Background: an optimization exercise with open tools, aiming at small area. Do not read the settings as production practice.
In this exercise RTL edits were held to simulation tests only and were not proved equivalent to the original.
Power figures rest on the tool's default switching activity, not on a simulated workload.

==> flow/design.v <==
module bcd7(d, h);
    input [3:0] d;
    output reg [6:0] h;
    always @(*) begin
        case (d)
            4'd0: h = 7'b1000000;
            4'd1: h = 7'b1111001;
            4'd2: h = 7'b0100100;
            4'd3: h = 7'b0110000;
            4'd4: h = 7'b0011001;
            4'd5: h = 7'b0010010;
            4'd6: h = 7'b0000010;
            4'd7: h = 7'b1111000;
            4'd8: h = 7'b0000000;
            4'd9: h = 7'b0011000;
            4'd15: h = 7'b0011000;
            default: h = 7'b0000000;
        endcase
    end
endmodule
module code7(c, h);
    input [4:0] c;
    output reg [6:0] h;
    always @(*) begin
        case (c)
            5'd0: h = 7'b1000000;
            5'd1: h = 7'b1111001;
            5'd2: h = 7'b0100100;
            5'd3: h = 7'b0110000;
            5'd4: h = 7'b0011001;
            5'd5: h = 7'b0010010;
            5'd6: h = 7'b0000010;
            5'd7: h = 7'b1111000;
            5'd8: h = 7'b0000000;
            5'd9: h = 7'b0011000;
            5'd10: h = 7'b0001000;
            5'd11: h = 7'b0000011;
            5'd12: h = 7'b1000110;
            5'd13: h = 7'b0100001;
            5'd14: h = 7'b0000110;
            5'd15: h = 7'b0001110;
            5'd16: h = 7'b0001100;
            5'd17: h = 7'b0001001;
            5'd18: h = 7'b1100011;
            5'd19: h = 7'b1000111;
            5'd20: h = 7'b0101011;
            5'd21: h = 7'b1111111;
            5'd22: h = 7'b0001111;
            5'd23: h = 7'b0010011;
            5'd24: h = 7'b0000000;
            5'd25: h = 7'b0000000;
            5'd26: h = 7'b0000000;
            5'd27: h = 7'b0000010;
            5'd28: h = 7'b0000000;
            5'd29: h = 7'b0000000;
            5'd30: h = 7'b0000000;
            5'd31: h = 7'b0110000;
        endcase
    end
endmodule
module top_module(SW, HEX0, HEX1, HEX2, HEX3, HEX4, HEX5, KEY, MAX10_CLK1_50, reset, SumTotal, ps, Finalmult);
    input [9:0] SW;
    output [6:0] HEX0, HEX1, HEX2, HEX3, HEX4, HEX5;
    input [1:0] KEY;
    input MAX10_CLK1_50;
    input reset;
    output [7:0] Finalmult;
    output [3:0] SumTotal, ps;
    reg [2:0] psopSeln;
    reg operationSel;
    reg key0q, key1q;
    assign ps = {operationSel, psopSeln};
    wire key0f = key0q & ~KEY[0];
    wire key1f = key1q & ~KEY[1];
    always @(posedge MAX10_CLK1_50) begin
        if (reset) begin
            key0q <= 1'b1;
            key1q <= 1'b1;
            psopSeln <= 3'b000;
            operationSel <= 1'b0;
        end else begin
            key0q <= KEY[0];
            key1q <= KEY[1];
            if (key0f) psopSeln <= (psopSeln >= 3'd6) ? 3'd0 : psopSeln + 3'd1;
            if (key1f) operationSel <= ~operationSel;
        end
    end
    wire [3:0] X = SW[3:0];
    wire [3:0] Y = SW[7:4];
    wire sel = operationSel;
    wire [2:0] op = psopSeln;
    wire act = sel & ~op[2];
    wire dig = sel & ~(op[2] & (op[1] | op[0]));
    wire m_s = act & ~op[1];
    wire m_p = act & op[1];
    wire [4:0] s = X + Y + (SW[8] & op[0]);
    wire [4:0] sg = m_s ? s : 5'd0;
    wire [3:0] Yg = m_p ? Y : 4'd0;
    wire [7:0] P = X * Yg;
    assign SumTotal = sg[3:0];
    assign Finalmult = P;
    reg [7:0] Rc;
    always @(*) begin
        Rc = 8'd0;
        if (!sel) begin
            case (op)
                3'd0: Rc = 8'd186;  
                3'd1: Rc = 8'd138;  
                3'd2: Rc = 8'd10;   
                3'd3: Rc = 8'd180;  
                3'd4: Rc = 8'd100;  
                default: Rc = 8'd211;  
            endcase
        end else if (op[2]) begin
            case (op[1:0])
                2'd0: begin
                    case (X)
                        4'd1: Rc = 8'd1;
                        4'd2: Rc = 8'd2;
                        4'd3: Rc = 8'd6;
                        4'd4: Rc = 8'd24;
                        4'd5: Rc = 8'd20;
                        4'd6: Rc = 8'd20;
                        4'd7: Rc = 8'd40;
                        4'd8: Rc = 8'd20;
                        4'd9: Rc = 8'd80;
                        default: Rc = 8'd0;
                    endcase
                end
                default: Rc = 8'd211;  
            endcase
        end
    end
    wire [7:0] R = P | {3'b000, sg} | Rc;
    wire [3:0] Rl = R % 10;
    wire [4:0] Rh = R / 10;
    wire Xh = X[3] & (X[2] | X[1]);
    wire [3:0] Xl = Xh ? X - 4'd10 : X;
    wire Yh = Y[3] & (Y[2] | Y[1]);
    wire [3:0] Yl = Yh ? Y - 4'd10 : Y;
    reg [3:0] F2, F3;
    always @(*) begin
        case (X)
            4'd5: begin F2 = 1; F3 = 0; end
            4'd6: begin F2 = 7; F3 = 0; end
            4'd8: begin F2 = 3; F3 = 4; end
            4'd9: begin F2 = 8; F3 = 8; end
            default: begin F2 = 0; F3 = 0; end
        endcase
    end
    reg [6:0] L2, L3;
    always @(*) begin
        L2 = 7'h7f; L3 = 7'h7f;
        case (op)
            3'd0: L2 = 7'b0010010;  
            3'd1: L2 = 7'b0001000;  
            3'd2: L2 = 7'b0100001;  
            3'd3: begin L2 = 7'b0101011; L3 = 7'b0101011; end  
            3'd4: L2 = 7'b0001110;  
            default: ;
        endcase
    end
    wire [3:0] d0 = (op[0] | op[2] | ~sel) ? Rl : Xl;
    wire [3:0] d2 = op[2] ? F2 : Yl;
    wire [3:0] d3 = op[2] ? F3 : {3'b000, Yh};
    wire [3:0] d4 = op[0] ? Xl : Rl;
    wire [6:0] s0, s2, s3, s4, sRh;    
    bcd7 b0 (.d(d0), .h(s0));
    bcd7 b2 (.d(d2), .h(s2));
    bcd7 b3 (.d(d3), .h(s3));
    bcd7 b4 (.d(d4), .h(s4));
    code7 cR (.c(Rh), .h(sRh));
    wire [6:0] sXh = {1'b1, Xh, Xh, Xh, 2'b00, Xh};
    wire hi = op[2] & (op[1] | op[0]);
    wire sl = ~sel;
    wire [6:0] k0 = {1'b0,
                     sl & (op == 3'd1 || op == 3'd2),
                     1'b0, 1'b0,
                     (sl & (op == 3'd3 || op == 3'd4)) | hi,
                     (sl & (op == 3'd2 || op == 3'd3 || op == 3'd4)) | hi,
                     sl & ~op[2]};
    assign HEX0 = s0 | k0;
    assign HEX1 = (~sel | op[0] | op[2]) ? sRh : sXh;
    assign HEX2 = dig ? s2 : L2;
    assign HEX3 = dig ? s3 : L3;
    assign HEX4 = act ? s4 : 7'h7f;
    assign HEX5 = act ? (op[0] ? sXh : sRh) : 7'h7f;
endmodule
clock: 20.0 ns
lec_check: 0
abc_area: 1
cap_margin: 20
core_margin: 2
core_utilization: 40
cts_buf_list: sky130_fd_sc_hd__clkbuf_2
slew_margin: 20
standard.sh (not shown) runs the stock make flow with config.mk's settings and CLKGATE_MAP_FILE= SYNTH_SCRIPT=/design/flow/synth_recipe.tcl, a recipe that flattens the netlist after the stock synthesis.
==> flow/flow/run.sh <==
#!/bin/bash
# Own layout flow: the standard ORFS flow, except that
#  - the ports are buffered with the smallest buffer cell (buf_1).
set -euo pipefail
W=$(pwd)
export FLOW_ABC_DIR="$W/flow/abc"
sed -e "/synth_preamble.tcl/a source $W/flow/best_abc.tcl" \
    -e 's/^\(\s*\)log_cmd abc {\*}\$abc_args/\1best_abc $abc_args/' \
    "$FLOW_HOME/scripts/synth.tcl" > "$W/flow_synth.tcl"
grep -q "best_abc \$abc_args" "$W/flow_synth.tcl"
sed -e "s|\$::env(SCRIPTS_DIR)/synth.tcl|$W/flow_synth.tcl|" synth_recipe.tcl > "$W/flow_synth_recipe.tcl"
bash standard.sh SYNTH_SCRIPT="$W/flow_synth_recipe.tcl" ADDER_MAP_FILE= \
    BUFFER_PORTS_ARGS="-buffer_cell sky130_fd_sc_hd__buf_1" "${@:-finish}" > "$W/flow_make.log" 2>&1
==> flow/flow/abc/ds01.abc <==
strash
&get -n
&deepsyn -S 1 -T 50
&put
dch -f
amap
==> flow/flow/abc/ds02.abc <==
strash
&get -n
&deepsyn -S 2 -T 50
&put
dch -f
amap
==> flow/flow/abc/ds03.abc <==
strash
&get -n
&deepsyn -S 3 -T 50
&put
dch -f
amap
==> flow/flow/abc/ds04.abc <==
strash
&get -n
&deepsyn -S 4 -T 50
&put
dch -f
amap
==> flow/flow/abc/ds05.abc <==
strash
&get -n
&deepsyn -S 5 -T 50
&put
dch -f
amap
==> flow/flow/abc/ds06.abc <==
strash
&get -n
&deepsyn -S 6 -T 50
&put
dch -f
amap
==> flow/flow/abc/ds07.abc <==
strash
&get -n
&deepsyn -S 7 -T 50
&put
dch -f
amap
==> flow/flow/abc/ds08.abc <==
strash
&get -n
&deepsyn -S 8 -T 50
&put
dch -f
amap
==> flow/flow/abc/ds09.abc <==
strash
&get -n
&deepsyn -S 9 -T 50
&put
dch -f
amap
==> flow/flow/abc/ds10.abc <==
strash
&get -n
&deepsyn -S 10 -T 50
&put
dch -f
amap
==> flow/flow/best_abc.tcl <==
# Runs ABC once per script in flow/abc/ (the same area script with different random seeds and
# mappers) on the same design and keeps the mapping with the smallest cell area.
proc best_abc { abc_args } {
  set scripts [lsort [glob $::env(FLOW_ABC_DIR)/*.abc]]
  set stat_args {}
  foreach lib $::env(LIB_FILES) { lappend stat_args -liberty $lib }
  design -save my_before_abc
  set best_area 1e30
  foreach script $scripts {
    design -load my_before_abc
    abc {*}[lreplace $abc_args 1 1 $script]
    opt_clean -purge
    set out [tee -q -s result.string stat {*}$stat_args]
    if { [regexp {Chip area for module[^:]*:\s*([0-9.]+)} $out -> area] } {
      puts "best_abc: [file tail $script] gives cell area $area"
      if { $area < $best_area } {
        set best_area $area
        design -save my_best_abc
      }
    }
  }
  design -load my_best_abc
  puts "best_abc: kept cell area $best_area"
}
Then changed:
--- a/flow/design.v
+++ b/flow/design.v
@@ -101,18 +101,18 @@
     assign Finalmult = P;
     reg [7:0] Rc;
     always @(*) begin
         Rc = 8'd0;
         if (!sel) begin
             case (op)
-                3'd0: Rc = 8'd186;  
-                3'd1: Rc = 8'd138;  
+                3'd0: Rc = 8'd180;  
+                3'd1: Rc = 8'd130;  
                 3'd2: Rc = 8'd10;   
                 3'd3: Rc = 8'd180;  
                 3'd4: Rc = 8'd100;  
-                default: Rc = 8'd211;  
+                default: Rc = 8'd210;
             endcase
         end else if (op[2]) begin
             case (op[1:0])
                 2'd0: begin
                     case (X)
                         4'd1: Rc = 8'd1;
@@ -124,13 +124,13 @@
                         4'd7: Rc = 8'd40;
                         4'd8: Rc = 8'd20;
                         4'd9: Rc = 8'd80;
                         default: Rc = 8'd0;
                     endcase
                 end
-                default: Rc = 8'd211;  
+                default: Rc = 8'd210;
             endcase
         end
     end
     wire [7:0] R = P | {3'b000, sg} | Rc;
     wire [3:0] Rl = R % 10;
     wire [4:0] Rh = R / 10;
@@ -145,44 +145,36 @@
             4'd6: begin F2 = 7; F3 = 0; end
             4'd8: begin F2 = 3; F3 = 4; end
             4'd9: begin F2 = 8; F3 = 8; end
             default: begin F2 = 0; F3 = 0; end
         endcase
     end
-    reg [6:0] L2, L3;
+    reg [6:0] L0, L2, L3;
     always @(*) begin
-        L2 = 7'h7f; L3 = 7'h7f;
+        L0 = 7'h7f; L2 = 7'h7f; L3 = 7'h7f;
         case (op)
-            3'd0: L2 = 7'b0010010;  
-            3'd1: L2 = 7'b0001000;  
-            3'd2: L2 = 7'b0100001;  
-            3'd3: begin L2 = 7'b0101011; L3 = 7'b0101011; end  
-            3'd4: L2 = 7'b0001110;  
+            3'd0: begin L0 = 7'b0000011; L2 = 7'b0010010; end  
+            3'd1: begin L0 = 7'b0100001; L2 = 7'b0001000; end  
+            3'd2: begin L0 = 7'b1100011; L2 = 7'b0100001; end  
+            3'd3: begin L0 = 7'b1000111; L2 = 7'b0101011; L3 = 7'b0101011; end  
+            3'd4: begin L0 = 7'b1000110; L2 = 7'b0001110; end  
             default: ;
         endcase
     end
-    wire [3:0] d0 = (op[0] | op[2] | ~sel) ? Rl : Xl;
+    wire [3:0] d0 = (op[0] | op[2]) ? Rl : Xl;
     wire [3:0] d2 = op[2] ? F2 : Yl;
     wire [3:0] d3 = op[2] ? F3 : {3'b000, Yh};
     wire [3:0] d4 = op[0] ? Xl : Rl;
     wire [6:0] s0, s2, s3, s4, sRh;    
     bcd7 b0 (.d(d0), .h(s0));
     bcd7 b2 (.d(d2), .h(s2));
     bcd7 b3 (.d(d3), .h(s3));
     bcd7 b4 (.d(d4), .h(s4));
     code7 cR (.c(Rh), .h(sRh));
     wire [6:0] sXh = {1'b1, Xh, Xh, Xh, 2'b00, Xh};
-    wire hi = op[2] & (op[1] | op[0]);
-    wire sl = ~sel;
-    wire [6:0] k0 = {1'b0,
-                     sl & (op == 3'd1 || op == 3'd2),
-                     1'b0, 1'b0,
-                     (sl & (op == 3'd3 || op == 3'd4)) | hi,
-                     (sl & (op == 3'd2 || op == 3'd3 || op == 3'd4)) | hi,
-                     sl & ~op[2]};
-    assign HEX0 = s0 | k0;
+    assign HEX0 = dig ? s0 : L0;
     assign HEX1 = (~sel | op[0] | op[2]) ? sRh : sXh;
     assign HEX2 = dig ? s2 : L2;
     assign HEX3 = dig ? s3 : L3;
     assign HEX4 = act ? s4 : 7'h7f;
     assign HEX5 = act ? (op[0] ? sXh : sRh) : 7'h7f;
 endmodule
What happened: Design area rose by 0.76%. Wire length rose by 5.5%. Area after synthesis rose by 1.3%. Sequential power is about the same. Power rose by 0.58%. Critical path depth rose by 5. Clock-buffer cell count does not change. Setup slack degrades by 1600 ps. Clock power rose by about 10%. Core utilization is about the same. Sequential cell count stays the same.

separate check: timing with driven ports:
In the flow no input, the clock included, has a driving cell. The finished layouts below were timed again as built, in two steps. Step 1 sets driving cells, clkbuf_16 on the clock port and buf_2 on the other inputs (assumed; they add their load-dependent delay and slew). Step 2 also shifts input and output timing later by t, the mid clock arrival at the registers, as if the neighbouring blocks saw the same clock. Three values: ideal ports, drivers, drivers and shift; two values: the first two.
| run | t, ns | setup slack, ns | latest minus earliest clock arrival (ns) | worst data-port slew with drivers (ns) |
|---|---|---|---|---|
| the first run | 0.223 | 4.314 / 4.293 / 4.293 | 0.001 / 0.001 | 0.03 |
| the second run | 0.240 | 2.682 / 2.659 / 2.659 | 0.015 / 0.015 | 0.03 |
After both steps setup and hold are still met in every run listed. For the second run, which loses most, drivers alone change the setup slack by -0.023 ns; drivers and shift together by -0.023 ns.
